What follows belongs to an exercise in optimizing a design on an open flow for small area and a short achievable clock period; a production flow would make more cautious choices.
RTL that was checked went through simulation tests only; none was proved equivalent to the original.
Function not checked in run 2: the RTL went through the layout flow alone.

## flow/design.v (module list and top-level ports; edited modules follow where they fit)
// module clk_ctrl: 1634 lines
// module cc_ha: 4 lines
// module cc_fa: 4 lines
module clk_ctrl
(
	input  wire        clk_i,
	input  wire        rstn_i,
	input  wire [15:0] freq,
	output wire        dds1_o,
	output wire        dds_o
);
  // ...
==> flow/flow/run.sh <==
#!/bin/bash
# The standard layout (standard.sh, all ORFS steps unchanged), except:
#  - the port buffers that buffer_ports inserts are plain sky130_fd_sc_hd__buf_1 cells
#    instead of the delay buffers it picks by default (every port is still buffered);
#  - clock tree synthesis with clkbuf_8 buffers and without dummy loads.
set -euo pipefail
export BUFFER_PORTS_ARGS="-buffer_cell sky130_fd_sc_hd__buf_1"
export CTS_ARGS="-sink_clustering_enable -repair_clock_nets -buf_list sky130_fd_sc_hd__clkbuf_8 -dont_use_dummy_load"
bash standard.sh finish > standard_make.log 2>&1
==> flow/standard.sh <==
#!/bin/bash
# synth_recipe.tcl (not shown) runs the flow's synth.tcl, then flattens the netlist and writes it again
# the make line also repeats each setting of config.mk as NAME=value (left out here)
make -C /OpenROAD-flow-scripts/flow DESIGN_CONFIG=/design/flow/config.mk WORK_HOME=/design/flow/orfs CLKGATE_MAP_FILE= SYNTH_SCRIPT=/design/flow/synth_recipe.tcl "${@:-finish}"
==> flow/config.mk <==
export PLATFORM = sky130hd
export DESIGN_NAME = clk_ctrl
export DESIGN_NICKNAME = clk_ctrl
export VERILOG_FILES = /design/flow/design.v
export SDC_FILE = /design/flow/constraint.sdc
export NUM_CORES = 4
export LEC_CHECK = 0
export CAP_MARGIN = 20
export CORE_MARGIN = 2
export CORE_UTILIZATION = 40
export CTS_BUF_LIST = sky130_fd_sc_hd__clkbuf_8
export SLEW_MARGIN = 20
export SYNTH_HIERARCHICAL = 1
==> flow/constraint.sdc <==
create_clock -name core_clock -period 70.0 [get_ports {clk_i}]
set_input_delay 14.0000 -clock core_clock [delete_from_list [all_inputs] [get_ports {clk_i}]]
set_output_delay 14.0000 -clock core_clock [all_outputs]
set_load 0.01 [all_outputs]
==> results.yml, run 1 <==
status:
  outcome: "finished clean"
clock_network:
  cts_root_buf: "clkbuf_8"
  max-clock-path-buffers: 2
timing:
  whs_ns: 0.831
  period_minus_slack_ns: 14.90
  timing.final.hold_violations: 0
  slew_violations: 0
synthesis:
  yosysMostFrequentCell: "fa_1"
  async_reset_ff_frac: 1.00
  synth_nets: 959
  synth_area_um2: 10000
  synth_compound_area_frac: 0.0119
  synth_cell_types: 24
  synth_top_family_by_area: "adder cells"
  synth_top_area_frac: 0.698
floorplan:
  die_y_um: 162
  die_width_um: 162
drt:
  finalWirelength_um: 21900
  routed-via-count: 4727
  viasPerCell: 5.16
  ant_nets: 0
critical_path:
  path_buf_inv: 1
  worstPathMaxFanout: 1
  worstSetupPathType: "reg -> out"
global_routing:
  grt_util_met2: 0.302
  grt-ovfl-total: 0
  use_met1: 0.287
layout:
  nNonClkInverters: 44
  multi_input_cells: 431
  buf_share: 0.00918
  regArea_um2: 2150
==> run 2, diff against run 1 <==
--- a/flow/design.v
+++ b/flow/design.v
@@ -4,23 +4,23 @@
 	input  wire        rstn_i,
 	input  wire [15:0] freq,
 	output wire        dds1_o,
 	output wire        dds_o
 );
 reg  [15:0] fr;
 reg  [31:0] cnt;      
 reg  [31:0] cnt1;     
-reg  [2:0]  pa;       
+reg  [1:0]  pa;       
 reg  [2:0]  pb;       
 reg         dds;
 reg         dds1;
 wire [31:0] cnt_n;
 wire [31:0] cnt1_n;
-wire [2:0]  pa_n;
+wire [1:0]  pa_n;
 wire [2:0]  pb_n;
 wire        dds_n;
 wire        dds1_n;
 wire [10:0] gq;       
 localparam [31:0] CNT_INV  = 32'h00000000;
 localparam [31:0] CNT1_INV = 32'h00000000;
 always @(posedge clk_i or negedge rstn_i)
 	if (rstn_i == 1'b0) begin
@@ -380,52 +380,52 @@
 wire as_336;
 wire ac_337;
 wire as_338;
 wire ac_339;
 wire as_340;
 wire ac_341;
 wire as_342;
 wire ac_343;
-wire as_344;
-wire ac_345;
-wire as_346;
-wire ac_347;
-wire as_348;
-wire ac_349;
+wire afg_344;
+wire afp_345;
+wire afg_346;
+wire afp_347;
+wire afg_348;
+wire afp_349;
 wire afg_350;
 wire afp_351;
-wire afg_352;
-wire afp_353;
-wire afg_354;
-wire afp_355;
-wire afg_356;
-wire afp_357;
+wire afG_352;
+wire afP_353;
+wire afG_354;
+wire afP_355;
+wire afG_356;
+wire afP_357;
 wire afG_358;
 wire afP_359;
 wire afG_360;
 wire afP_361;
 wire afG_362;
 wire afP_363;
 wire afG_364;
 wire afP_365;
 wire afG_366;
 wire afP_367;
 wire afG_368;
 wire afP_369;
 wire afG_370;
 wire afP_371;
 wire afG_372;
 wire afP_373;
-wire afG_374;
-wire afP_375;
-wire afG_376;
-wire afP_377;
-wire afG_378;
-wire afP_379;
+wire ars_374;
+wire arc_375;
+wire ars_376;
+wire arc_377;
+wire ars_378;
+wire arc_379;
 wire ars_380;
 wire arc_381;
 wire ars_382;
 wire arc_383;
 wire ars_384;
 wire arc_385;
 wire ars_386;
 wire arc_387;
@@ -978,17 +978,16 @@
 wire tB_29;
 wire tA_30;
 wire tB_30;
 wire tA_31;
 wire tB_31;
 wire dc_875;
 wire dc_876;
 wire dc_877;
-wire dc_878;
 assign n_1 = ~fr[0];
 assign n_2 = ~fr[1];
 assign n_3 = ~fr[2];
 assign n_4 = ~fr[3];
 assign n_5 = ~fr[4];
 assign n_6 = ~fr[5];
 assign n_7 = ~fr[6];
 assign n_8 = ~fr[7];
@@ -1105,139 +1104,139 @@
 cc_fa uas_204 (.a(cnt[9]), .b(n_9), .c(ac_197), .s(as_204), .co(ac_205));
 cc_fa uas_206 (.a(n_51), .b(as_204), .c(ac_199), .s(as_206), .co(ac_207));
 cc_fa uas_208 (.a(n_60), .b(as_206), .c(ac_201), .s(as_208), .co(ac_209));
 cc_fa uas_210 (.a(n_62), .b(p3s_45), .c(ac_203), .s(as_210), .co(ac_211));
 cc_fa uas_212 (.a(cnt[10]), .b(n_10), .c(ac_205), .s(as_212), .co(ac_213));
 cc_fa uas_214 (.a(n_52), .b(as_212), .c(ac_207), .s(as_214), .co(ac_215));
 cc_fa uas_216 (.a(n_61), .b(as_214), .c(ac_209), .s(as_216), .co(ac_217));
 cc_fa uas_218 (.a(n_63), .b(p3s_47), .c(ac_211), .s(as_218), .co(ac_219));
-cc_fa uas_220 (.a(cnt[11]), .b(n_11), .c(pa[1]), .s(as_220), .co(ac_221));
-cc_fa uas_222 (.a(as_220), .b(ac_213), .c(n_53), .s(as_222), .co(ac_223));
-cc_fa uas_224 (.a(as_222), .b(ac_215), .c(n_62), .s(as_224), .co(ac_225));
-cc_fa uas_226 (.a(p3c_48), .b(as_224), .c(n_64), .s(as_226), .co(ac_227));
-cc_fa uas_228 (.a(ac_217), .b(as_226), .c(ac_219), .s(as_228), .co(ac_229));
-cc_fa uas_230 (.a(cnt[12]), .b(fr[0]), .c(n_12), .s(as_230), .co(ac_231));
-cc_fa uas_232 (.a(ac_221), .b(as_230), .c(ac_223), .s(as_232), .co(ac_233));
-cc_fa uas_234 (.a(n_54), .b(as_232), .c(ac_225), .s(as_234), .co(ac_235));
-cc_fa uas_236 (.a(n_63), .b(n_65), .c(as_234), .s(as_236), .co(ac_237));
-cc_fa uas_238 (.a(ac_227), .b(as_236), .c(ac_229), .s(as_238), .co(ac_239));
-cc_fa uas_240 (.a(cnt[13]), .b(n_13), .c(ac_231), .s(as_240), .co(ac_241));
-cc_fa uas_242 (.a(p3s_17), .b(as_240), .c(ac_233), .s(as_242), .co(ac_243));
-cc_fa uas_244 (.a(n_55), .b(as_242), .c(p3s_47), .s(as_244), .co(ac_245));
-cc_fa uas_246 (.a(ac_235), .b(as_244), .c(ac_237), .s(as_246), .co(ac_247));
-cc_fa uas_248 (.a(cnt[14]), .b(n_14), .c(ac_241), .s(as_248), .co(ac_249));
-cc_fa uas_250 (.a(p3s_19), .b(as_248), .c(ac_243), .s(as_250), .co(ac_251));
-cc_fa uas_252 (.a(n_56), .b(as_250), .c(p3c_48), .s(as_252), .co(ac_253));
-cc_fa uas_254 (.a(n_64), .b(ac_245), .c(as_252), .s(as_254), .co(ac_255));
-cc_fa uas_256 (.a(cnt[15]), .b(n_15), .c(ac_249), .s(as_256), .co(ac_257));
-cc_fa uas_258 (.a(p3s_21), .b(as_256), .c(ac_251), .s(as_258), .co(ac_259));
-cc_fa uas_260 (.a(n_57), .b(as_258), .c(n_65), .s(as_260), .co(ac_261));
-cc_fa uas_262 (.a(ac_253), .b(as_260), .c(ac_255), .s(as_262), .co(ac_263));
-cc_fa uas_264 (.a(cnt[16]), .b(fr[15]), .c(ac_257), .s(as_264), .co(ac_265));
-cc_fa uas_266 (.a(p3s_23), .b(as_264), .c(ac_259), .s(as_266), .co(ac_267));
-cc_fa uas_268 (.a(n_58), .b(as_266), .c(ac_261), .s(as_268), .co(ac_269));
-cc_fa uas_270 (.a(cnt[17]), .b(fr[0]), .c(n_16), .s(as_270), .co(ac_271));
-cc_fa uas_272 (.a(as_270), .b(ac_265), .c(p3s_25), .s(as_272), .co(ac_273));
-cc_fa uas_274 (.a(as_272), .b(n_59), .c(ac_267), .s(as_274), .co(ac_275));
-cc_fa uas_276 (.a(cnt[18]), .b(fr[1]), .c(ac_271), .s(as_276), .co(ac_277));
-cc_fa uas_278 (.a(as_276), .b(ac_273), .c(p3s_27), .s(as_278), .co(ac_279));
-cc_fa uas_280 (.a(as_278), .b(p3s_39), .c(ac_275), .s(as_280), .co(ac_281));
-cc_fa uas_282 (.a(cnt[19]), .b(fr[2]), .c(ac_277), .s(as_282), .co(ac_283));
-cc_fa uas_284 (.a(as_282), .b(ac_279), .c(p3s_29), .s(as_284), .co(ac_285));
-cc_fa uas_286 (.a(as_284), .b(n_60), .c(p3s_41), .s(as_286), .co(ac_287));
-cc_fa uas_288 (.a(cnt[20]), .b(fr[3]), .c(ac_283), .s(as_288), .co(ac_289));
-cc_fa uas_290 (.a(as_288), .b(ac_285), .c(p3s_31), .s(as_290), .co(ac_291));
-cc_fa uas_292 (.a(as_290), .b(n_61), .c(ac_287), .s(as_292), .co(ac_293));
-cc_fa uas_294 (.a(cnt[21]), .b(fr[4]), .c(ac_289), .s(as_294), .co(ac_295));
-cc_fa uas_296 (.a(as_294), .b(ac_291), .c(p3s_33), .s(as_296), .co(ac_297));
-cc_fa uas_298 (.a(as_296), .b(n_62), .c(ac_293), .s(as_298), .co(ac_299));
-cc_fa uas_300 (.a(cnt[22]), .b(fr[5]), .c(pa[2]), .s(as_300), .co(ac_301));
-cc_fa uas_302 (.a(as_300), .b(ac_295), .c(ac_297), .s(as_302), .co(ac_303));
-cc_fa uas_304 (.a(p3s_35), .b(as_302), .c(n_63), .s(as_304), .co(ac_305));
-cc_fa uas_306 (.a(p3s_47), .b(ac_299), .c(as_304), .s(as_306), .co(ac_307));
-cc_fa uas_308 (.a(cnt[23]), .b(fr[6]), .c(ac_301), .s(as_308), .co(ac_309));
-cc_fa uas_310 (.a(as_308), .b(p3s_37), .c(ac_303), .s(as_310), .co(ac_311));
-cc_fa uas_312 (.a(as_310), .b(p3c_48), .c(n_64), .s(as_312), .co(ac_313));
-cc_fa uas_314 (.a(ac_305), .b(as_312), .c(ac_307), .s(as_314), .co(ac_315));
-cc_fa uas_316 (.a(cnt[24]), .b(fr[7]), .c(ac_309), .s(as_316), .co(ac_317));
-cc_fa uas_318 (.a(as_316), .b(p3s_39), .c(ac_311), .s(as_318), .co(ac_319));
-cc_fa uas_320 (.a(as_318), .b(n_65), .c(ac_313), .s(as_320), .co(ac_321));
-cc_fa uas_322 (.a(cnt[25]), .b(fr[8]), .c(ac_317), .s(as_322), .co(ac_323));
-cc_fa uas_324 (.a(as_322), .b(n_61), .c(ac_319), .s(as_324), .co(ac_325));
-cc_fa uas_326 (.a(cnt[26]), .b(fr[9]), .c(ac_323), .s(as_326), .co(ac_327));
-cc_fa uas_328 (.a(as_326), .b(p3s_41), .c(n_62), .s(as_328), .co(ac_329));
-cc_fa uas_330 (.a(cnt[27]), .b(fr[10]), .c(ac_327), .s(as_330), .co(ac_331));
-cc_fa uas_332 (.a(as_330), .b(p3s_43), .c(ac_329), .s(as_332), .co(ac_333));
-cc_fa uas_334 (.a(cnt[28]), .b(fr[11]), .c(ac_331), .s(as_334), .co(ac_335));
-cc_fa uas_336 (.a(as_334), .b(p3s_45), .c(n_64), .s(as_336), .co(ac_337));
-cc_fa uas_338 (.a(cnt[29]), .b(fr[12]), .c(ac_335), .s(as_338), .co(ac_339));
-cc_fa uas_340 (.a(as_338), .b(n_65), .c(p3s_47), .s(as_340), .co(ac_341));
-cc_fa uas_342 (.a(cnt[30]), .b(n_14), .c(ac_339), .s(as_342), .co(ac_343));
-cc_fa uas_344 (.a(as_342), .b(p3c_48), .c(ac_341), .s(as_344), .co(ac_345));
-cc_fa uas_346 (.a(cnt[31]), .b(fr[13]), .c(n_15), .s(as_346), .co(ac_347));
-cc_fa uas_348 (.a(as_346), .b(ac_343), .c(ac_345), .s(as_348), .co(ac_349));
-assign afg_350 = p3s_29 & as_72;
-assign afp_351 = p3s_29 | as_72;
-assign afg_352 = p3s_33 & as_82;
-assign afp_353 = p3s_33 | as_82;
-assign afg_354 = ac_87 & as_90;
-assign afp_355 = ac_87 | as_90;
-assign afg_356 = ac_103 & as_108;
-assign afp_357 = ac_103 | as_108;
-assign afG_358 = 1'b0 | (as_68 & 1'b0);
-assign afP_359 = as_68 & p3s_19;
-assign afG_360 = 1'b0 | (as_78 & afg_350);
-assign afP_361 = as_78 & afp_351;
-assign afG_362 = 1'b0 | (as_86 & afg_352);
-assign afP_363 = as_86 & afp_353;
-assign afG_364 = 1'b0 | (as_96 & afg_354);
-assign afP_365 = as_96 & afp_355;
-assign afG_366 = afg_356 | (afp_357 & 1'b0);
-assign afP_367 = afp_357 & as_102;
-assign afG_368 = 1'b0 | (as_124 & 1'b0);
-assign afP_369 = as_124 & as_116;
-assign afG_370 = afG_360 | (afP_361 & afG_358);
-assign afP_371 = afP_361 & afP_359;
-assign afG_372 = afG_364 | (afP_365 & afG_362);
-assign afP_373 = afP_365 & afP_363;
-assign afG_374 = afG_368 | (afP_369 & afG_366);
-assign afP_375 = afP_369 & afP_367;
-assign afG_376 = afG_372 | (afP_373 & afG_370);
-assign afP_377 = afP_373 & afP_371;
-assign afG_378 = afG_374 | (afP_375 & afG_376);
-assign afP_379 = afP_375 & afP_377;
-cc_fa uars_380 (.a(ac_125), .b(as_132), .c(afG_378), .s(ars_380), .co(arc_381));
-cc_fa uars_382 (.a(as_140), .b(ac_133), .c(arc_381), .s(ars_382), .co(arc_383));
-cc_ha uars_384 (.a(as_150), .b(arc_383), .s(ars_384), .co(arc_385));
-cc_ha uars_386 (.a(as_160), .b(arc_385), .s(ars_386), .co(arc_387));
-cc_fa uars_388 (.a(as_168), .b(ac_161), .c(arc_387), .s(ars_388), .co(arc_389));
-cc_fa uars_390 (.a(ac_169), .b(as_176), .c(arc_389), .s(ars_390), .co(arc_391));
-cc_ha uars_392 (.a(as_186), .b(arc_391), .s(ars_392), .co(arc_393));
-cc_fa uars_394 (.a(as_194), .b(ac_187), .c(arc_393), .s(ars_394), .co(arc_395));
-cc_fa uars_396 (.a(as_202), .b(ac_195), .c(arc_395), .s(ars_396), .co(arc_397));
-cc_fa uars_398 (.a(as_208), .b(as_210), .c(arc_397), .s(ars_398), .co(arc_399));
-cc_fa uars_400 (.a(as_216), .b(as_218), .c(arc_399), .s(ars_400), .co(arc_401));
-cc_ha uars_402 (.a(as_246), .b(ac_239), .s(ars_402), .co(arc_403));
-cc_fa uars_404 (.a(as_254), .b(ac_247), .c(arc_403), .s(ars_404), .co(arc_405));
-cc_ha uars_406 (.a(as_262), .b(arc_405), .s(ars_406), .co(arc_407));
-cc_fa uars_408 (.a(as_268), .b(ac_263), .c(arc_407), .s(ars_408), .co(arc_409));
-cc_fa uars_410 (.a(as_274), .b(ac_269), .c(arc_409), .s(ars_410), .co(arc_411));
-cc_ha uars_412 (.a(as_280), .b(arc_411), .s(ars_412), .co(arc_413));
-cc_fa uars_414 (.a(ac_281), .b(as_286), .c(arc_413), .s(ars_414), .co(arc_415));
-cc_fa uars_416 (.a(p3s_43), .b(as_292), .c(arc_415), .s(ars_416), .co(arc_417));
-cc_fa uars_418 (.a(p3s_45), .b(as_298), .c(arc_417), .s(ars_418), .co(arc_419));
-cc_ha uars_420 (.a(as_320), .b(ac_315), .s(ars_420), .co(arc_421));
-cc_fa uars_422 (.a(as_324), .b(ac_321), .c(arc_421), .s(ars_422), .co(arc_423));
-cc_fa uars_424 (.a(ac_325), .b(as_328), .c(arc_423), .s(ars_424), .co(arc_425));
-cc_fa uars_426 (.a(n_63), .b(as_332), .c(arc_425), .s(ars_426), .co(arc_427));
-cc_fa uars_428 (.a(ac_333), .b(as_336), .c(arc_427), .s(ars_428), .co(arc_429));
-cc_fa uars_430 (.a(ac_337), .b(as_340), .c(arc_429), .s(ars_430), .co(arc_431));
-cc_ha uars_432 (.a(as_344), .b(arc_431), .s(ars_432), .co(arc_433));
-cc_ha uars_434 (.a(as_348), .b(arc_433), .s(ars_434), .co(arc_435));
+cc_fa uas_220 (.a(cnt[11]), .b(n_11), .c(ac_213), .s(as_220), .co(ac_221));
+cc_fa uas_222 (.a(n_53), .b(as_220), .c(ac_215), .s(as_222), .co(ac_223));
+cc_fa uas_224 (.a(n_62), .b(p3c_48), .c(as_222), .s(as_224), .co(ac_225));
+cc_fa uas_226 (.a(n_64), .b(ac_217), .c(as_224), .s(as_226), .co(ac_227));
+cc_fa uas_228 (.a(cnt[12]), .b(fr[0]), .c(n_12), .s(as_228), .co(ac_229));
+cc_fa uas_230 (.a(as_228), .b(ac_221), .c(n_54), .s(as_230), .co(ac_231));
+cc_fa uas_232 (.a(as_230), .b(ac_223), .c(n_63), .s(as_232), .co(ac_233));
+cc_fa uas_234 (.a(n_65), .b(ac_225), .c(as_232), .s(as_234), .co(ac_235));
+cc_fa uas_236 (.a(cnt[13]), .b(n_13), .c(ac_229), .s(as_236), .co(ac_237));
+cc_fa uas_238 (.a(p3s_17), .b(as_236), .c(ac_231), .s(as_238), .co(ac_239));
+cc_fa uas_240 (.a(n_55), .b(as_238), .c(p3s_47), .s(as_240), .co(ac_241));
+cc_fa uas_242 (.a(ac_233), .b(as_240), .c(ac_235), .s(as_242), .co(ac_243));
+cc_fa uas_244 (.a(cnt[14]), .b(n_14), .c(pa[1]), .s(as_244), .co(ac_245));
+cc_fa uas_246 (.a(as_244), .b(ac_237), .c(p3s_19), .s(as_246), .co(ac_247));
+cc_fa uas_248 (.a(as_246), .b(ac_239), .c(n_56), .s(as_248), .co(ac_249));
+cc_fa uas_250 (.a(as_248), .b(p3c_48), .c(n_64), .s(as_250), .co(ac_251));
+cc_fa uas_252 (.a(ac_241), .b(as_250), .c(ac_243), .s(as_252), .co(ac_253));
+cc_fa uas_254 (.a(cnt[15]), .b(n_15), .c(ac_245), .s(as_254), .co(ac_255));
+cc_fa uas_256 (.a(as_254), .b(ac_247), .c(p3s_21), .s(as_256), .co(ac_257));
+cc_fa uas_258 (.a(as_256), .b(ac_249), .c(n_57), .s(as_258), .co(ac_259));
+cc_fa uas_260 (.a(as_258), .b(n_65), .c(ac_251), .s(as_260), .co(ac_261));
+cc_fa uas_262 (.a(cnt[16]), .b(fr[15]), .c(ac_255), .s(as_262), .co(ac_263));
+cc_fa uas_264 (.a(as_262), .b(ac_257), .c(p3s_23), .s(as_264), .co(ac_265));
+cc_fa uas_266 (.a(as_264), .b(ac_259), .c(n_58), .s(as_266), .co(ac_267));
+cc_fa uas_268 (.a(cnt[17]), .b(fr[0]), .c(n_16), .s(as_268), .co(ac_269));
+cc_fa uas_270 (.a(as_268), .b(ac_263), .c(ac_265), .s(as_270), .co(ac_271));
+cc_fa uas_272 (.a(p3s_25), .b(as_270), .c(n_59), .s(as_272), .co(ac_273));
+cc_fa uas_274 (.a(cnt[18]), .b(fr[1]), .c(ac_269), .s(as_274), .co(ac_275));
+cc_fa uas_276 (.a(as_274), .b(ac_271), .c(p3s_27), .s(as_276), .co(ac_277));
+cc_fa uas_278 (.a(as_276), .b(ac_273), .c(p3s_39), .s(as_278), .co(ac_279));
+cc_fa uas_280 (.a(cnt[19]), .b(fr[2]), .c(ac_275), .s(as_280), .co(ac_281));
+cc_fa uas_282 (.a(as_280), .b(ac_277), .c(p3s_29), .s(as_282), .co(ac_283));
+cc_fa uas_284 (.a(as_282), .b(n_60), .c(ac_279), .s(as_284), .co(ac_285));
+cc_fa uas_286 (.a(cnt[20]), .b(fr[3]), .c(ac_281), .s(as_286), .co(ac_287));
+cc_fa uas_288 (.a(as_286), .b(ac_283), .c(p3s_31), .s(as_288), .co(ac_289));
+cc_fa uas_290 (.a(as_288), .b(n_61), .c(ac_285), .s(as_290), .co(ac_291));
+cc_fa uas_292 (.a(cnt[21]), .b(fr[4]), .c(ac_287), .s(as_292), .co(ac_293));
+cc_fa uas_294 (.a(as_292), .b(ac_289), .c(p3s_33), .s(as_294), .co(ac_295));
+cc_fa uas_296 (.a(as_294), .b(n_62), .c(ac_291), .s(as_296), .co(ac_297));
+cc_fa uas_298 (.a(cnt[22]), .b(fr[5]), .c(ac_293), .s(as_298), .co(ac_299));
+cc_fa uas_300 (.a(as_298), .b(ac_295), .c(p3s_35), .s(as_300), .co(ac_301));
+cc_fa uas_302 (.a(as_300), .b(n_63), .c(p3s_47), .s(as_302), .co(ac_303));
+cc_fa uas_304 (.a(cnt[23]), .b(fr[6]), .c(ac_299), .s(as_304), .co(ac_305));
+cc_fa uas_306 (.a(as_304), .b(p3s_37), .c(ac_301), .s(as_306), .co(ac_307));
+cc_fa uas_308 (.a(as_306), .b(p3c_48), .c(n_64), .s(as_308), .co(ac_309));
+cc_fa uas_310 (.a(cnt[24]), .b(fr[7]), .c(ac_305), .s(as_310), .co(ac_311));
+cc_fa uas_312 (.a(as_310), .b(p3s_39), .c(ac_307), .s(as_312), .co(ac_313));
+cc_fa uas_314 (.a(as_312), .b(n_65), .c(ac_309), .s(as_314), .co(ac_315));
+cc_fa uas_316 (.a(cnt[25]), .b(fr[8]), .c(ac_311), .s(as_316), .co(ac_317));
+cc_fa uas_318 (.a(as_316), .b(n_61), .c(ac_313), .s(as_318), .co(ac_319));
+cc_fa uas_320 (.a(cnt[26]), .b(fr[9]), .c(ac_317), .s(as_320), .co(ac_321));
+cc_fa uas_322 (.a(as_320), .b(p3s_41), .c(n_62), .s(as_322), .co(ac_323));
+cc_fa uas_324 (.a(cnt[27]), .b(fr[10]), .c(ac_321), .s(as_324), .co(ac_325));
+cc_fa uas_326 (.a(as_324), .b(p3s_43), .c(ac_323), .s(as_326), .co(ac_327));
+cc_fa uas_328 (.a(cnt[28]), .b(fr[11]), .c(ac_325), .s(as_328), .co(ac_329));
+cc_fa uas_330 (.a(as_328), .b(p3s_45), .c(n_64), .s(as_330), .co(ac_331));
+cc_fa uas_332 (.a(cnt[29]), .b(fr[12]), .c(ac_329), .s(as_332), .co(ac_333));
+cc_fa uas_334 (.a(as_332), .b(n_65), .c(p3s_47), .s(as_334), .co(ac_335));
+cc_fa uas_336 (.a(cnt[30]), .b(n_14), .c(ac_333), .s(as_336), .co(ac_337));
+cc_fa uas_338 (.a(as_336), .b(p3c_48), .c(ac_335), .s(as_338), .co(ac_339));
+cc_fa uas_340 (.a(cnt[31]), .b(fr[13]), .c(n_15), .s(as_340), .co(ac_341));
+cc_fa uas_342 (.a(as_340), .b(ac_337), .c(ac_339), .s(as_342), .co(ac_343));
+assign afg_344 = p3s_29 & as_72;
+assign afp_345 = p3s_29 | as_72;
+assign afg_346 = p3s_33 & as_82;
+assign afp_347 = p3s_33 | as_82;
+assign afg_348 = ac_87 & as_90;
+assign afp_349 = ac_87 | as_90;
+assign afg_350 = ac_103 & as_108;
+assign afp_351 = ac_103 | as_108;
+assign afG_352 = 1'b0 | (as_68 & 1'b0);
+assign afP_353 = as_68 & p3s_19;
+assign afG_354 = 1'b0 | (as_78 & afg_344);
+assign afP_355 = as_78 & afp_345;
+assign afG_356 = 1'b0 | (as_86 & afg_346);
+assign afP_357 = as_86 & afp_347;
+assign afG_358 = 1'b0 | (as_96 & afg_348);
+assign afP_359 = as_96 & afp_349;
+assign afG_360 = afg_350 | (afp_351 & 1'b0);
+assign afP_361 = afp_351 & as_102;
+assign afG_362 = 1'b0 | (as_124 & 1'b0);
+assign afP_363 = as_124 & as_116;
+assign afG_364 = afG_354 | (afP_355 & afG_352);
+assign afP_365 = afP_355 & afP_353;
+assign afG_366 = afG_358 | (afP_359 & afG_356);
+assign afP_367 = afP_359 & afP_357;
+assign afG_368 = afG_362 | (afP_363 & afG_360);
+assign afP_369 = afP_363 & afP_361;
+assign afG_370 = afG_366 | (afP_367 & afG_364);
+assign afP_371 = afP_367 & afP_365;
+assign afG_372 = afG_368 | (afP_369 & afG_370);
+assign afP_373 = afP_369 & afP_371;
+cc_fa uars_374 (.a(ac_125), .b(as_132), .c(afG_372), .s(ars_374), .co(arc_375));
+cc_fa uars_376 (.a(as_140), .b(ac_133), .c(arc_375), .s(ars_376), .co(arc_377));
+cc_ha uars_378 (.a(as_150), .b(arc_377), .s(ars_378), .co(arc_379));
+cc_ha uars_380 (.a(as_160), .b(arc_379), .s(ars_380), .co(arc_381));
+cc_fa uars_382 (.a(as_168), .b(ac_161), .c(arc_381), .s(ars_382), .co(arc_383));
+cc_fa uars_384 (.a(ac_169), .b(as_176), .c(arc_383), .s(ars_384), .co(arc_385));
+cc_ha uars_386 (.a(as_186), .b(arc_385), .s(ars_386), .co(arc_387));
+cc_fa uars_388 (.a(as_194), .b(ac_187), .c(arc_387), .s(ars_388), .co(arc_389));
+cc_fa uars_390 (.a(as_202), .b(ac_195), .c(arc_389), .s(ars_390), .co(arc_391));
+cc_fa uars_392 (.a(as_208), .b(as_210), .c(arc_391), .s(ars_392), .co(arc_393));
+cc_fa uars_394 (.a(as_216), .b(as_218), .c(arc_393), .s(ars_394), .co(arc_395));
+cc_fa uars_396 (.a(ac_219), .b(as_226), .c(arc_395), .s(ars_396), .co(arc_397));
+cc_fa uars_398 (.a(ac_227), .b(as_234), .c(arc_397), .s(ars_398), .co(arc_399));
+cc_ha uars_400 (.a(as_242), .b(arc_399), .s(ars_400), .co(arc_401));
+cc_ha uars_402 (.a(as_260), .b(ac_253), .s(ars_402), .co(arc_403));
+cc_fa uars_404 (.a(as_266), .b(ac_261), .c(arc_403), .s(ars_404), .co(arc_405));
+cc_fa uars_406 (.a(ac_267), .b(as_272), .c(arc_405), .s(ars_406), .co(arc_407));
+cc_ha uars_408 (.a(as_278), .b(arc_407), .s(ars_408), .co(arc_409));
+cc_fa uars_410 (.a(p3s_41), .b(as_284), .c(arc_409), .s(ars_410), .co(arc_411));
+cc_fa uars_412 (.a(p3s_43), .b(as_290), .c(arc_411), .s(ars_412), .co(arc_413));
+cc_fa uars_414 (.a(p3s_45), .b(as_296), .c(arc_413), .s(ars_414), .co(arc_415));
+cc_fa uars_416 (.a(ac_297), .b(as_302), .c(arc_415), .s(ars_416), .co(arc_417));
+cc_fa uars_418 (.a(ac_303), .b(as_308), .c(arc_417), .s(ars_418), .co(arc_419));
+cc_ha uars_420 (.a(as_314), .b(arc_419), .s(ars_420), .co(arc_421));
+cc_fa uars_422 (.a(as_318), .b(ac_315), .c(arc_421), .s(ars_422), .co(arc_423));
+cc_fa uars_424 (.a(ac_319), .b(as_322), .c(arc_423), .s(ars_424), .co(arc_425));
+cc_fa uars_426 (.a(n_63), .b(as_326), .c(arc_425), .s(ars_426), .co(arc_427));
+cc_fa uars_428 (.a(ac_327), .b(as_330), .c(arc_427), .s(ars_428), .co(arc_429));
+cc_fa uars_430 (.a(ac_331), .b(as_334), .c(arc_429), .s(ars_430), .co(arc_431));
+cc_ha uars_432 (.a(as_338), .b(arc_431), .s(ars_432), .co(arc_433));
+cc_ha uars_434 (.a(as_342), .b(arc_433), .s(ars_434), .co(arc_435));
 cc_fa uqs_436 (.a(fr[12]), .b(n_16), .c(n_4), .s(qs_436), .co(qc_437));
 cc_fa uqs_438 (.a(fr[6]), .b(n_10), .c(qs_436), .s(qs_438), .co(qc_439));
 cc_fa uqs_440 (.a(n_11), .b(n_5), .c(fr[7]), .s(qs_440), .co(qc_441));
 cc_fa uqs_442 (.a(n_14), .b(qc_437), .c(qs_440), .s(qs_442), .co(qc_443));
 cc_fa uqs_444 (.a(n_12), .b(fr[13]), .c(fr[14]), .s(qs_444), .co(qc_445));
 cc_fa uqs_446 (.a(fr[2]), .b(n_6), .c(fr[8]), .s(qs_446), .co(qc_447));
 cc_fa uqs_448 (.a(qc_441), .b(qs_444), .c(qs_446), .s(qs_448), .co(qc_449));
 cc_fa uqs_450 (.a(n_13), .b(fr[15]), .c(fr[3]), .s(qs_450), .co(qc_451));
@@ -1486,40 +1485,40 @@
 cc_ha ubrs_859 (.a(bs_745), .b(brc_858), .s(brs_859), .co(brc_860));
 cc_fa ubrs_861 (.a(bs_751), .b(bc_746), .c(brc_860), .s(brs_861), .co(brc_862));
 cc_fa ubrs_863 (.a(bc_752), .b(bs_757), .c(brc_862), .s(brs_863), .co(brc_864));
 cc_fa ubrs_865 (.a(gq[10]), .b(bs_763), .c(brc_864), .s(brs_865), .co(brc_866));
 cc_ha ubrs_867 (.a(bs_769), .b(brc_866), .s(brs_867), .co(brc_868));
 cc_fa ubrs_869 (.a(bs_773), .b(bc_770), .c(brc_868), .s(brs_869), .co(brc_870));
 cc_ha ubrs_871 (.a(bs_777), .b(brc_870), .s(brs_871), .co(brc_872));
 cc_fa ubrs_873 (.a(bs_779), .b(bc_778), .c(brc_872), .s(brs_873), .co(brc_874));
-assign cnt_n[0] = ars_380;
-assign cnt_n[1] = ars_382;
-assign cnt_n[2] = ars_384;
-assign cnt_n[3] = ars_386;
-assign cnt_n[4] = ars_388;
-assign cnt_n[5] = ars_390;
-assign cnt_n[6] = ars_392;
-assign cnt_n[7] = ars_394;
-assign cnt_n[8] = ars_396;
-assign cnt_n[9] = ars_398;
-assign cnt_n[10] = ars_400;
-assign cnt_n[11] = as_228;
-assign cnt_n[12] = as_238;
-assign cnt_n[13] = ars_402;
-assign cnt_n[14] = ars_404;
-assign cnt_n[15] = ars_406;
-assign cnt_n[16] = ars_408;
-assign cnt_n[17] = ars_410;
-assign cnt_n[18] = ars_412;
-assign cnt_n[19] = ars_414;
-assign cnt_n[20] = ars_416;
-assign cnt_n[21] = ars_418;
-assign cnt_n[22] = as_306;
-assign cnt_n[23] = as_314;
+assign cnt_n[0] = ars_374;
+assign cnt_n[1] = ars_376;
+assign cnt_n[2] = ars_378;
+assign cnt_n[3] = ars_380;
+assign cnt_n[4] = ars_382;
+assign cnt_n[5] = ars_384;
+assign cnt_n[6] = ars_386;
+assign cnt_n[7] = ars_388;
+assign cnt_n[8] = ars_390;
+assign cnt_n[9] = ars_392;
+assign cnt_n[10] = ars_394;
+assign cnt_n[11] = ars_396;
+assign cnt_n[12] = ars_398;
+assign cnt_n[13] = ars_400;
+assign cnt_n[14] = as_252;
+assign cnt_n[15] = ars_402;
+assign cnt_n[16] = ars_404;
+assign cnt_n[17] = ars_406;
+assign cnt_n[18] = ars_408;
+assign cnt_n[19] = ars_410;
+assign cnt_n[20] = ars_412;
+assign cnt_n[21] = ars_414;
+assign cnt_n[22] = ars_416;
+assign cnt_n[23] = ars_418;
 assign cnt_n[24] = ars_420;
 assign cnt_n[25] = ars_422;
 assign cnt_n[26] = ars_424;
 assign cnt_n[27] = ars_426;
 assign cnt_n[28] = ars_428;
 assign cnt_n[29] = ars_430;
 assign cnt_n[30] = ars_432;
 assign cnt_n[31] = ars_434;
@@ -1552,17 +1551,16 @@
 assign cnt1_n[26] = brs_863;
 assign cnt1_n[27] = brs_865;
 assign cnt1_n[28] = brs_867;
 assign cnt1_n[29] = brs_869;
 assign cnt1_n[30] = brs_871;
 assign cnt1_n[31] = brs_873;
 assign pa_n[0] = 1'b0;
 assign pa_n[1] = arc_401;
-assign pa_n[2] = arc_419;
 assign pb_n[0] = 1'b0;
 assign pb_n[1] = brc_832;
 assign pb_n[2] = brc_854;
 assign tA_0 = cnt_n[0];
 assign tB_0 = cnt1_n[0];
 assign tA_1 = cnt_n[1];
 assign tB_1 = cnt1_n[1];
 assign tA_2 = cnt_n[2];
@@ -1620,22 +1618,21 @@
 assign tA_28 = cnt_n[28];
 assign tB_28 = cnt1_n[28];
 assign tA_29 = cnt_n[29];
 assign tB_29 = cnt1_n[29];
 assign tA_30 = cnt_n[30];
 assign tB_30 = cnt1_n[30];
 assign tA_31 = cnt_n[31];
 assign tB_31 = cnt1_n[31];
-assign dc_875 = (1'b0 & 1'b0 & (&{tA_1,tA_2,tA_3,tA_4,tA_5,tA_6,tA_7,tA_8,tA_9,tA_10})) | ((1'b0 | 1'b0) & (&{tA_0,tA_1,tA_2,tA_3,tA_4,tA_5,tA_6,tA_7,tA_8,tA_9,tA_10}));
-assign dc_876 = (pa_n[1] & dc_875 & (&{tA_12,tA_13,tA_14,tA_15,tA_16,tA_17,tA_18,tA_19,tA_20,tA_21})) | ((pa_n[1] | dc_875) & (&{tA_11,tA_12,tA_13,tA_14,tA_15,tA_16,tA_17,tA_18,tA_19,tA_20,tA_21}));
-assign dds_n = tA_31 ^ (((pa_n[2] ^ dc_876) & (&{tA_22,tA_23,tA_24,tA_25,tA_26,tA_27,tA_28,tA_29,tA_30})) | (pa_n[2] & dc_876 & (&{tA_23,tA_24,tA_25,tA_26,tA_27,tA_28,tA_29,tA_30})));
-assign dc_877 = (1'b0 & 1'b0 & (&{tB_1,tB_2,tB_3,tB_4,tB_5,tB_6,tB_7,tB_8,tB_9,tB_10})) | ((1'b0 | 1'b0) & (&{tB_0,tB_1,tB_2,tB_3,tB_4,tB_5,tB_6,tB_7,tB_8,tB_9,tB_10}));
-assign dc_878 = (pb_n[1] & dc_877 & (&{tB_12,tB_13,tB_14,tB_15,tB_16,tB_17,tB_18,tB_19,tB_20,tB_21})) | ((pb_n[1] | dc_877) & (&{tB_11,tB_12,tB_13,tB_14,tB_15,tB_16,tB_17,tB_18,tB_19,tB_20,tB_21}));
-assign dds1_n = tB_31 ^ (((pb_n[2] ^ dc_878) & (&{tB_22,tB_23,tB_24,tB_25,tB_26,tB_27,tB_28,tB_29,tB_30})) | (pb_n[2] & dc_878 & (&{tB_23,tB_24,tB_25,tB_26,tB_27,tB_28,tB_29,tB_30})));
+assign dc_875 = (1'b0 & 1'b0 & (&{tA_1,tA_2,tA_3,tA_4,tA_5,tA_6,tA_7,tA_8,tA_9,tA_10,tA_11,tA_12,tA_13})) | ((1'b0 | 1'b0) & (&{tA_0,tA_1,tA_2,tA_3,tA_4,tA_5,tA_6,tA_7,tA_8,tA_9,tA_10,tA_11,tA_12,tA_13}));
+assign dds_n = tA_31 ^ (((pa_n[1] ^ dc_875) & (&{tA_14,tA_15,tA_16,tA_17,tA_18,tA_19,tA_20,tA_21,tA_22,tA_23,tA_24,tA_25,tA_26,tA_27,tA_28,tA_29,tA_30})) | (pa_n[1] & dc_875 & (&{tA_15,tA_16,tA_17,tA_18,tA_19,tA_20,tA_21,tA_22,tA_23,tA_24,tA_25,tA_26,tA_27,tA_28,tA_29,tA_30})));
+assign dc_876 = (1'b0 & 1'b0 & (&{tB_1,tB_2,tB_3,tB_4,tB_5,tB_6,tB_7,tB_8,tB_9,tB_10})) | ((1'b0 | 1'b0) & (&{tB_0,tB_1,tB_2,tB_3,tB_4,tB_5,tB_6,tB_7,tB_8,tB_9,tB_10}));
+assign dc_877 = (pb_n[1] & dc_876 & (&{tB_12,tB_13,tB_14,tB_15,tB_16,tB_17,tB_18,tB_19,tB_20,tB_21})) | ((pb_n[1] | dc_876) & (&{tB_11,tB_12,tB_13,tB_14,tB_15,tB_16,tB_17,tB_18,tB_19,tB_20,tB_21}));
+assign dds1_n = tB_31 ^ (((pb_n[2] ^ dc_877) & (&{tB_22,tB_23,tB_24,tB_25,tB_26,tB_27,tB_28,tB_29,tB_30})) | (pb_n[2] & dc_877 & (&{tB_23,tB_24,tB_25,tB_26,tB_27,tB_28,tB_29,tB_30})));
 endmodule
 module cc_ha (input wire a, input wire b, output wire s, output wire co);
 assign s  = a ^ b;
 assign co = a & b;
 endmodule
 module cc_fa (input wire a, input wire b, input wire c, output wire s, output wire co);
 assign s  = a ^ b ^ c;
 assign co = (a & b) | (a & c) | (b & c);
==> run 2 against run 1 <==
Register-to-register slack got worse by 1.3 ns. First-iteration DRC count increased by 19%. Via count decreased by 1.1%. Highest routed layer unchanged.
==> results.yml, run 2 <==
global_routing:
  antenna_found_initial: 0
  grt_pass1_wl_um: 36500
  grt_use_total: 0.191
  grt-ovfl-total: 0
  grt_pass1_vias: 6242
  grt_max_degree: 48
clock_network:
  cts_made_buffers: 9
  cts_sinks: 85
  clk_latency_ns: 0.37
  clk_pin_slew_ns: 0.09
  cts_root_buf: "clkbuf_8"
  cts_tree: "built"
  max-clock-path-buffers: 2
  h-tree-depth: 3
  post_cts_buffers: 0
  hold_buffers: 0
  ctsResizeCount: 0
critical_path:
  crit_slowest_cell: "fa_1"
  crit_top_cell: "fa_1"
  reg2regPathDepth: 40
  worstSetupPathType: "reg -> reg"
  worstPathMaxFanout: 7
  end_kind: "flop"
  critPathMaxStageDelay_ns: 0.90
  r2r_slack_ns: 54.90
  worstReg2RegStart: "fr[0]"
  critPathLaunchType: "flop"
  cp.required_ns: 70.27
  cp.arrival_ns: 15.37
  r2r-end: "dds"
synthesis:
  synth_nets: 954
  ys_seq_area_frac: 0.214
  syn_inst: 557
  yosysMostFrequentCell: "fa_1"
  synth_top_area_frac: 0.701
  synth_edf_count: 0
  synth_area_um2: 9960
  synth_ff_type: "dfrtp_1"
  syn_avg_cell_area_um2: 17.9
  yosys_warnings: 7
  ys_ff_latch: 85
  synthTopCellsByArea: "fa_1, dfrtp_1, ha_1, inv_1, nand4_1"
  yosysTopAreaCell: "fa_1"
  synth_cell_types: 26
  synth_common_cells: "fa_1, dfrtp_1, inv_1"
  async_reset_ff_frac: 1.00
layout:
  layout_commonest_cell: "fa_1"
  final_cell_mix: "fa_1, dfrtp_1, inv_1"
  drive_gt1_frac: 0.0305
  nets: 990
  diodes: 0
  reg_top3: "cnt1: 32 flops, cnt: 32 flops, fr: 16 flops"
  area_delta_synth_final_pct: 6.52
  fillers: 2142
floorplan:
  io_pins: 20
  dieArea_um2: 26200
  rows: 57
  core_um2: 24400
  die_y_um: 162
  initial_core_util: 0.408
  die_width_um: 162
timing:
  setup_slack_ns: 54.90
  period_minus_slack_ns: 15.10
  finalCritPeriodShare: 0.216
  worstMarginPinSlew_ns: 0.769
  max_freq_mhz: 66.2
  timing.final.hold_violations: 0
  finalSetupViolCount: 0
  max_slew_margin: 0.487
  slew_violations: 0
  fin_tns_setup_ns: 0
  rsz0062_at_grt: "no"
  clock_skew_ns: 0.0222
  whs_ns: 0.817
min_path:
  hp-class: "reg -> reg"
  min-delay-start: "cnt1[31]"
  min_to: "cnt1[31]"
  hold_depth: 2
drt:
  top_layer: "met4"
  finalWirelength_um: 21500
  drcViolationCount: 0
  viasPerCell: 5.11
  wl_met3_um: 983
  routed-via-count: 4675
  wl_per_cell_um: 23.5
  drt_iter0_markers: 264
  drt_pass1_iterations: 4
  wl_met1_um: 9190
  ant_nets: 0
  wl_met2_um: 11000
place:
  place_congestion: 0.840
  io_buffers: 19
  hpwlAfterDp_um: 17800
  dpl_worst_slack_ns: 54.82
status:
  outcome: "finished clean"
flow_run:
  max-cap-violations: 0
==> run 2: cell types whose count changed after synthesis, sizes merged <==
cell   previous run  this run
dfrtp            86        85
xor2              2         1
ha               31        30
nor3              4         3
xnor2             0         1
a21oi             5         4
and4              0         1
nand4            11        10
==> run 2: logic make-up after synthesis <==
logic type | synth area share
AND/OR/NAND/NOR | 0.0166
AO/OA/AOI/OAI | 0.0114
flip-flops | 0.214
adder cells (fa/ha/maj) | 0.740
buffers and inverters | 0.0166
XOR/XNOR | 0.00176
==> run 2: worst max-delay path, delay by kind of cell (launching register included) <==
kind                       cells  cell delay, ns
and+or+nand+nor                3            0.46
buffers and inverters          1            0.42
xor gates and xnor gates       1            0.14
DFF                            1            0.47
adders and majority gates     35           13.53
==> run 2: how the worst max path moves through the flow <==
stage | startpoint | to | depth (start not counted)
floorplan | dds1 | dds1_o | 0
global placement | rstn_i | cnt1[31] | 2
detailed placement | rstn_i | cnt1[31] | 2
CTS | fr[0] | dds | 40
global route | fr[0] | dds | 40
finish | fr[0] | dds | 40
==> run 2: per-layer routing <==
metal	track usage	vias up
met1	0.268	2771
met5	0	-
li1	-	1777
met3	0.0396	25
met4	0.0426	0
met2	0.314	102
==> run 2: modules after synthesis, one instance, submodules excluded <==
module / times used / flops+latches / cell area [um2]
cc_fa: 349 / 0 / 20.0
cc_ha: 29 / 0 / 12.5
clk_ctrl: 1 / 85 / 2610
==> run 2: final cells by class <==
cell class	instances	area, um2	share of cell area
tap	324	405	0.0382
inverter	44	165	0.0156
timing repair buffer	25	120	0.0113
clock buffer	9	124	0.0117
multi-input combinational	428	7670	0.723
sequential	85	2130	0.200
==> run 2: per-stage QoR <==
| stage | utilization | instances | area (um2) |
|---|---|---|---|
| detailed placement | 0.430 | 906 | 10500 |
| floorplan | - | 557 | 9960 |
| finish | 0.435 | 915 | 10600 |
| CTS | 0.435 | 915 | 10600 |
| global route | 0.435 | 915 | 10600 |
| global placement | 0.430 | 906 | 10500 |

[separate check: timing with driven ports]
The flow's constraints put no driver on any port. The routed layouts listed below were extracted and timed again, unchanged, in two steps. Step 1 sets driving cells, clkbuf_16 on the clock port and buf_2 on the other inputs (assumed; they add their load-dependent delay and slew). Step 2 moves the port delays by t, midway between the first and last clock arrival at a register: inputs arrive t later, outputs are due t later. That takes back most of the time a late clock gives input paths. a / b / c = ideal / step 1 / step 2; a / b = the first two.
| run | shift t [ns] | setup WS [ns] | latest minus earliest clock arrival (ns) | slew at the worst register clock pin (ns) |
|---|---|---|---|---|
| run 1 | 0.408 | 55.104 / 55.061 / 54.888 | 0.026 / 0.026 | 0.09 / 0.09 |
| run 2 | 0.403 | 54.900 / 54.900 / 54.900 | 0.023 / 0.022 | 0.09 / 0.09 |
After both steps setup and hold are still met in every run listed. The setup slack of run 1, which loses most, moves by -0.043 ns with the drivers and by -0.216 ns with both steps. Setup slack includes reset recovery checks.
